What follows belongs to an exercise in optimizing a design on an open flow for small area and few clock cycles per item; a production flow would make more cautious choices.
RTL that was checked went through simulation tests only; none was proved equivalent to the original.
Power figures rest on the tool's default switching activity, not on a simulated workload.

the reference run:
==> flow/design.v <==
module top (clock, start, BestDist, motionX, motionY, AddressR, AddressS1, AddressS2, R, S1, S2, completed);
	input clock;
	input start;
	output [7:0] BestDist;
	output [3:0] motionX, motionY;
	output completed;
	input [7:0] R, S1, S2;
	output [7:0] AddressR;
	output [9:0] AddressS1, AddressS2;
	localparam IDLE = 3'd0, FILL = 3'd1, RUN = 3'd2, SEL = 3'd3, DONE = 3'd4;
	reg [2:0] st;
	reg [7:0] p;           
	reg [3:0] phi;         
	reg pass2;
	reg [3:0] K;           
	reg [7:0] n;           
	reg [7:0] best;
	reg [3:0] mvx, mvy;
	assign AddressR  = p;
	wire [3:0] am1 = p[7:4] - 4'd1;
	wire [3:0] Kc;         
	wire sw;               
	wire [4:0] r1k = {1'b0, K} + {1'b0, p[7:4]};
	wire [4:0] r2k = {1'b0, K} + {1'b0, am1};
	wire [4:0] r1 = sw ? r1k + 5'd1 : r1k;
	wire [4:0] r2 = sw ? r2k + 5'd1 : r2k;
	assign AddressS1 = {r1, 1'b0, p[3:0]};
	assign AddressS2 = {r2, 1'b1, p[3:0]};
	assign completed = (st == DONE);
	assign BestDist  = best;
	assign motionX   = mvx;
	assign motionY   = mvy;
	wire [8*16-1:0] rin;    
	wire [15:0] th_all;
	genvar g;
	generate for (g = 0; g < 16; g = g + 1) begin : thd
		assign th_all[g] = (p[3:0] >= g);
	end endgenerate
	wire [8*16-1:0] accs;
	wire [15:0] alive;
	wire load = ((st == RUN) && (n == 8'd0)) || sw;
	wire hold = (st != RUN) && !sw;
	assign rin[7:0] = R;
	genvar j;
	generate
		for (j = 0; j < 16; j = j + 1) begin : pe
			PE u (.clock(clock), .r(rin[8*j+7:8*j]), .s1(S1), .s2(S2), .use_s1(th_all[j]),
			      .load(load), .hold(hold), .best(best),
			      .acc(accs[8*j+7:8*j]), .alive(alive[j]));
			if (j < 15) begin : rp
				reg [7:0] rpipe;
				always @(posedge clock) rpipe <= rin[8*j+7:8*j];
				assign rin[8*j+15:8*j+8] = rpipe;
			end
		end
	endgenerate
	reg [7:0] selv;
	reg [3:0] seli;
	integer q;
	always @* begin
		selv = 8'd0;
		seli = 4'd0;
		for (q = 15; q >= 0; q = q - 1)
			if (alive[q]) begin
				selv = accs[8*q +: 8];
				seli = q;
			end
	end
	wire any_alive = |alive;
	wire last_row = (K == 4'd15);
	localparam [7:0] T1 = 8'd32;
	wire found = ~best[5];                  
	wire give_up = !pass2 && !found && (phi == 4'd14);
	wire row_out = ((st == RUN) && (n != 8'd0) || (st == SEL)) && !any_alive;
	wire pass_end = row_out && last_row;
	wire to_done = pass_end && (pass2 || found);
	wire new_pass = (pass_end && !to_done) || (give_up && (st == RUN || st == SEL));
	assign sw = row_out && !to_done && !new_pass;
	assign Kc = sw ? K + 4'd1 : K;
	reg [2:0] st_n;
	reg [3:0] K_n;
	reg [7:0] n_n;
	always @* begin
		st_n = st;
		K_n = Kc;
		n_n = n + 8'd1;
		case (st)
			IDLE: begin st_n = FILL; K_n = 4'd0; n_n = 8'd0; end
			FILL: if (n == 8'd13) begin st_n = RUN; n_n = 8'd0; end
			RUN: if (!sw && n == 8'd255) st_n = SEL;
			default: ;
		endcase
		if (sw) begin
			st_n = RUN;
			n_n = 8'd1;
		end
		if (to_done) st_n = DONE;
		if (new_pass) begin
			st_n = RUN;
			n_n = 8'd0;
			K_n = 4'd0;
		end
		if (!start) st_n = IDLE;
	end
	wire [7:0] p_n = start ? p + 8'd1 : 8'd0;
	always @(posedge clock) begin
		st <= st_n;
		K <= K_n;
		n <= n_n;
		p <= p_n;
		if (st == IDLE) phi <= 4'd0;
		else if (p == 8'hFF) phi <= phi + 4'd1;
		if (st == IDLE) pass2 <= 1'b0;
		else if (new_pass) pass2 <= 1'b1;
		if (st == IDLE)
			best <= T1;
		else if (new_pass)
			best <= 8'hFF;
		else if (st == SEL && any_alive) begin
			best <= selv;
			mvx <= {~seli[3], seli[2:0]};
			mvy <= {~K[3], K[2:0]};
		end
	end
endmodule
module PE (clock, r, s1, s2, use_s1, load, hold, best, acc, alive);
	input clock;
	input [7:0] r, s1, s2;
	input use_s1, load, hold;
	input [7:0] best;
	output reg [7:0] acc;
	output alive;
	wire [7:0] s = use_s1 ? s1 : s2;
	wire [8:0] t = {1'b0, r} + {1'b0, ~s};
	wire c = t[8];
	wire [7:0] x = load ? 8'd0 : acc;
	wire [7:0] y = hold ? 8'd0 : (t[7:0] ^ {8{~c}});
	wire ci = c & ~hold;
	wire [8:0] sum = {1'b0, x} + {1'b0, y} + {8'd0, ci};
	wire [8:0] lt;
	assign lt[0] = 1'b0;
	genvar i;
	generate
		for (i = 0; i < 8; i = i + 1) begin : cmp
			assign lt[i+1] = (~acc[i] & best[i]) | (~acc[i] & lt[i]) | (best[i] & lt[i]);
		end
	endgenerate
	assign alive = lt[8];
	always @(posedge clock) acc <= sum[8] ? 8'hFF : sum[7:0];
endmodule
make LEC_CHECK=0 ABC_AREA=1 CAP_MARGIN=20 CORE_MARGIN=2 CORE_UTILIZATION=65 CTS_BUF_LIST=sky130_fd_sc_hd__clkbuf_8 CTS_CLUSTER_DIAMETER=60 CTS_CLUSTER_SIZE=30 GPL_TIMING_DRIVEN=0 SLEW_MARGIN=20 finish   # period 5.5 ns
run.sh (not shown) runs the stock make flow with config.mk's settings and CLKGATE_MAP_FILE= SYNTH_SCRIPT=/design/flow/synth_recipe.tcl, a recipe that flattens the netlist after the stock synthesis.
Per the final summary, the reference run finished and its layout is clean on timing, DRC and antenna.
Here is what was changed in the inputs of the trial run compared with the reference run.
--- a/flow/design.v
+++ b/flow/design.v
@@ -17,15 +17,12 @@
 	reg [7:0] best;
 	reg [3:0] mvx, mvy;
 	assign AddressR  = p;
 	wire [3:0] am1 = p[7:4] - 4'd1;
 	wire [3:0] Kc;         
-	wire sw;               
-	wire [4:0] r1k = {1'b0, K} + {1'b0, p[7:4]};
-	wire [4:0] r2k = {1'b0, K} + {1'b0, am1};
-	wire [4:0] r1 = sw ? r1k + 5'd1 : r1k;
-	wire [4:0] r2 = sw ? r2k + 5'd1 : r2k;
+	wire [4:0] r1 = {1'b0, Kc} + {1'b0, p[7:4]};
+	wire [4:0] r2 = {1'b0, Kc} + {1'b0, am1};
 	assign AddressS1 = {r1, 1'b0, p[3:0]};
 	assign AddressS2 = {r2, 1'b1, p[3:0]};
 	assign completed = (st == DONE);
 	assign BestDist  = best;
 	assign motionX   = mvx;
@@ -36,10 +33,11 @@
 	generate for (g = 0; g < 16; g = g + 1) begin : thd
 		assign th_all[g] = (p[3:0] >= g);
 	end endgenerate
 	wire [8*16-1:0] accs;
 	wire [15:0] alive;
+	wire sw;                
 	wire load = ((st == RUN) && (n == 8'd0)) || sw;
 	wire hold = (st != RUN) && !sw;
 	assign rin[7:0] = R;
 	genvar j;
 	generate
--- outcome ---
The trial run had finished all stages when the layout checks came back failing, citing negative setup slack. The run showing the greater multi-input combinational cell count is the reference run. The reference run was routed with fewer vias than the trial run. In the trial run the layout cell share with drive strength beyond 1 turned out 1.6 points higher than in the reference run. The half-perimeter wire length of the detailed placement result was comparable across the reference run and the trial run. Compared to the reference run, the trial run was floorplanned on a smaller die. Met1 routing resource usage after global routing in the trial run vs the reference run: up 0.58 points. The trial run leaves less setup margin than the reference run. Compared with the reference run, summed area of non-filler cells in the final layout in the trial run increased slightly. Of the reference run and the trial run, the run reporting the higher global-route total usage across every layer was the trial run.
Function was not checked in any run of this note: the RTL went through the layout flow alone.

top, a different RTL version from the one above (not shown whole).
Size in the first run: roughly 290 flip-flops, roughly 24000 um2 of cells after synthesis.
==> module top, before the edit <==
module top (clock, start, BestDist, motionX, motionY, AddressR, AddressS1, AddressS2, R, S1, S2, completed);
	input clock;
	input start;
	output [7:0] BestDist;
	output [3:0] motionX, motionY;
	output completed;
	input [7:0] R, S1, S2;
	output [7:0] AddressR;
	output [9:0] AddressS1, AddressS2;
	localparam IDLE = 3'd0, FILL = 3'd1, RUN = 3'd2, SEL = 3'd3, DONE = 3'd4;
	reg [2:0] st;
	reg [7:0] p;           
	reg [3:0] phi;         
	reg pass2;
	reg [3:0] K;           
	reg [7:0] n;           
	reg [7:0] best;
	reg [3:0] mvx, mvy;
	assign AddressR  = p;
	wire [3:0] am1 = p[7:4] - 4'd1;
	wire [4:0] r1 = {1'b0, K} + {1'b0, p[7:4]};
	wire [4:0] r2 = {1'b0, K} + {1'b0, am1};
	assign AddressS1 = {r1, 1'b0, p[3:0]};
	assign AddressS2 = {r2, 1'b1, p[3:0]};
	assign completed = (st == DONE);
	assign BestDist  = best;
	assign motionX   = mvx;
	assign motionY   = mvy;
	wire [8*16-1:0] rin;    
	wire [15:0] th_all;
	genvar g;
	generate for (g = 0; g < 16; g = g + 1) begin : thd
		assign th_all[g] = (p[3:0] >= g);
	end endgenerate
	wire [8*16-1:0] accs;
	wire [15:0] alive;
	wire load = (st == RUN) && (n == 8'd0);
	wire hold = (st != RUN);
	assign rin[7:0] = R;
	genvar j;
	generate
		for (j = 0; j < 16; j = j + 1) begin : pe
			PE u (.clock(clock), .r(rin[8*j+7:8*j]), .s1(S1), .s2(S2), .use_s1(th_all[j]),
			      .load(load), .hold(hold), .best(best),
			      .acc(accs[8*j+7:8*j]), .alive(alive[j]));
			if (j < 15) begin : rp
				reg [7:0] rpipe;
				always @(posedge clock) rpipe <= rin[8*j+7:8*j];
				assign rin[8*j+15:8*j+8] = rpipe;
			end
		end
	endgenerate
	reg [7:0] selv;
	reg [3:0] seli;
	integer q;
	always @* begin
		selv = 8'd0;
		seli = 4'd0;
		for (q = 15; q >= 0; q = q - 1)
			if (alive[q]) begin
				selv = accs[8*q +: 8];
				seli = q;
			end
	end
	wire any_alive = |alive;
	wire last_row = (K == 4'd15);
	localparam [7:0] T1 = 8'd32;
	wire found = ~best[5];                  
	wire give_up = !pass2 && !found && (phi == 4'd14);
	reg new_pass;
	reg [2:0] st_n;
	reg [3:0] K_n;
	reg [7:0] n_n;
	reg next_row;
	always @* begin
		st_n = st;
		K_n = K;
		n_n = n + 8'd1;
		next_row = 1'b0;
		new_pass = 1'b0;
		case (st)
			IDLE: begin st_n = FILL; K_n = 4'd0; n_n = 8'd0; end
			FILL: if (n == 8'd13) begin st_n = RUN; n_n = 8'd0; end
			RUN: begin
				if (n != 8'd0 && !any_alive) next_row = 1'b1;
				else if (n == 8'd255) st_n = SEL;
			end
			SEL: if (!any_alive) next_row = 1'b1;
			default: st_n = DONE;
		endcase
		if (next_row) begin
			n_n = 8'd0;
			st_n = RUN;
			K_n = K + 4'd1;
			if (last_row) begin
				if (pass2 || found) st_n = DONE;
				else new_pass = 1'b1;
			end
		end
		if (give_up && (st == RUN || st == SEL)) begin
			new_pass = 1'b1;
			n_n = 8'd0;
			st_n = RUN;
		end
		if (new_pass) K_n = 4'd0;
		if (!start) st_n = IDLE;
	end
	wire [7:0] p_n = start ? p + 8'd1 : 8'd0;
	always @(posedge clock) begin
		st <= st_n;
		K <= K_n;
		n <= n_n;
		p <= p_n;
		if (st == IDLE) phi <= 4'd0;
		else if (p == 8'hFF) phi <= phi + 4'd1;
		if (st == IDLE) pass2 <= 1'b0;
		else if (new_pass) pass2 <= 1'b1;
		if (st == IDLE)
			best <= T1;
		else if (new_pass)
			best <= 8'hFF;
		else if (st == SEL && any_alive) begin
			best <= selv;
			mvx <= {~seli[3], seli[2:0]};
			mvy <= {~K[3], K[2:0]};
		end
	end
endmodule
clock: 5.5 ns
lec_check: 0
abc_area: 1
cap_margin: 20
core_margin: 2
core_utilization: 65
cts_buf_list: sky130_fd_sc_hd__clkbuf_8
cts_cluster_diameter: 60
cts_cluster_size: 30
gpl_timing_driven: 0
slew_margin: 20
The first run completed with no timing, DRC or antenna violations.
Edit:
--- a/flow/design.v
+++ b/flow/design.v
@@ -7,34 +7,31 @@
 	input [7:0] R, S1, S2;
 	output [7:0] AddressR;
 	output [9:0] AddressS1, AddressS2;
 	localparam IDLE = 3'd0, FILL = 3'd1, RUN = 3'd2, SEL = 3'd3, DONE = 3'd4;
 	reg [2:0] st;
 	reg [7:0] p;           
+	reg [15:1] th;         
 	reg [3:0] phi;         
 	reg pass2;
 	reg [3:0] K;           
 	reg [7:0] n;           
 	reg [7:0] best;
 	reg [3:0] mvx, mvy;
+	reg completed;
 	assign AddressR  = p;
 	wire [3:0] am1 = p[7:4] - 4'd1;
 	wire [4:0] r1 = {1'b0, K} + {1'b0, p[7:4]};
 	wire [4:0] r2 = {1'b0, K} + {1'b0, am1};
 	assign AddressS1 = {r1, 1'b0, p[3:0]};
 	assign AddressS2 = {r2, 1'b1, p[3:0]};
-	assign completed = (st == DONE);
 	assign BestDist  = best;
 	assign motionX   = mvx;
 	assign motionY   = mvy;
 	wire [8*16-1:0] rin;    
-	wire [15:0] th_all;
-	genvar g;
-	generate for (g = 0; g < 16; g = g + 1) begin : thd
-		assign th_all[g] = (p[3:0] >= g);
-	end endgenerate
+	wire [15:0] th_all = {th, 1'b1};
 	wire [8*16-1:0] accs;
 	wire [15:0] alive;
 	wire load = (st == RUN) && (n == 8'd0);
 	wire hold = (st != RUN);
 	assign rin[7:0] = R;
 	genvar j;
@@ -108,16 +105,19 @@
 	wire [7:0] p_n = start ? p + 8'd1 : 8'd0;
 	always @(posedge clock) begin
 		st <= st_n;
 		K <= K_n;
 		n <= n_n;
 		p <= p_n;
+		if (p_n[3:0] == 4'd0) th <= 15'd0;
+		else th <= {th[14:1], 1'b1};
 		if (st == IDLE) phi <= 4'd0;
 		else if (p == 8'hFF) phi <= phi + 4'd1;
 		if (st == IDLE) pass2 <= 1'b0;
 		else if (new_pass) pass2 <= 1'b1;
+		completed <= start && (st_n == DONE);
 		if (st == IDLE)
 			best <= T1;
 		else if (new_pass)
 			best <= 8'hFF;
 		else if (st == SEL && any_alive) begin
 			best <= selv;
Result: Critical path depth drops by 4; cell area climbs by 0.83%; core utilization drops by 1.3 points; power drops by 50%; routed wire length climbs by 0.83%; cell count climbs by 2.6%.
Testbench counts after the change, summed over its fixed seeds: cycles 27,633, searches 48.
Function not checked in the first run of this note: the RTL went through the layout flow alone.

-- re-timing with driven ports --
In the flow no input, the clock included, has a driving cell. The finished layouts below were timed again as built, in two steps.
Step 1: set_driving_cell puts a clkbuf_16 on clock and a buf_2 on each other input, an assumption about the parent block.
Step 2 moves the port delays by t, midway between the first and last clock arrival at a register: inputs arrive t later, outputs are due t later. That takes back most of the time a late clock gives input paths.
a / b / c = ideal / step 1 / step 2; a / b = the first two.
run	t (ns)	setup WS [ns]	worst slew at a driven data input, ns	pins driven straight from the clock port
the reference run	0.738	0.138 / 0.081 / -0.488	0.04	1
the trial run	0.704	-0.056 / -0.111 / -0.669	0.04	1
the first run of note 2	0.665	0.202 / 0.227 / -0.439	0.04	1
the second run of note 2	0.689	0.124 / 0.124 / -0.465	0.04	1
With both steps, setup timing fails in the reference run, the first run of note 2 and the second run of note 2, where it was met with ideal ports. For the first run of note 2, which loses most, drivers alone change the setup slack by +0.025 ns; drivers and shift together by -0.641 ns.
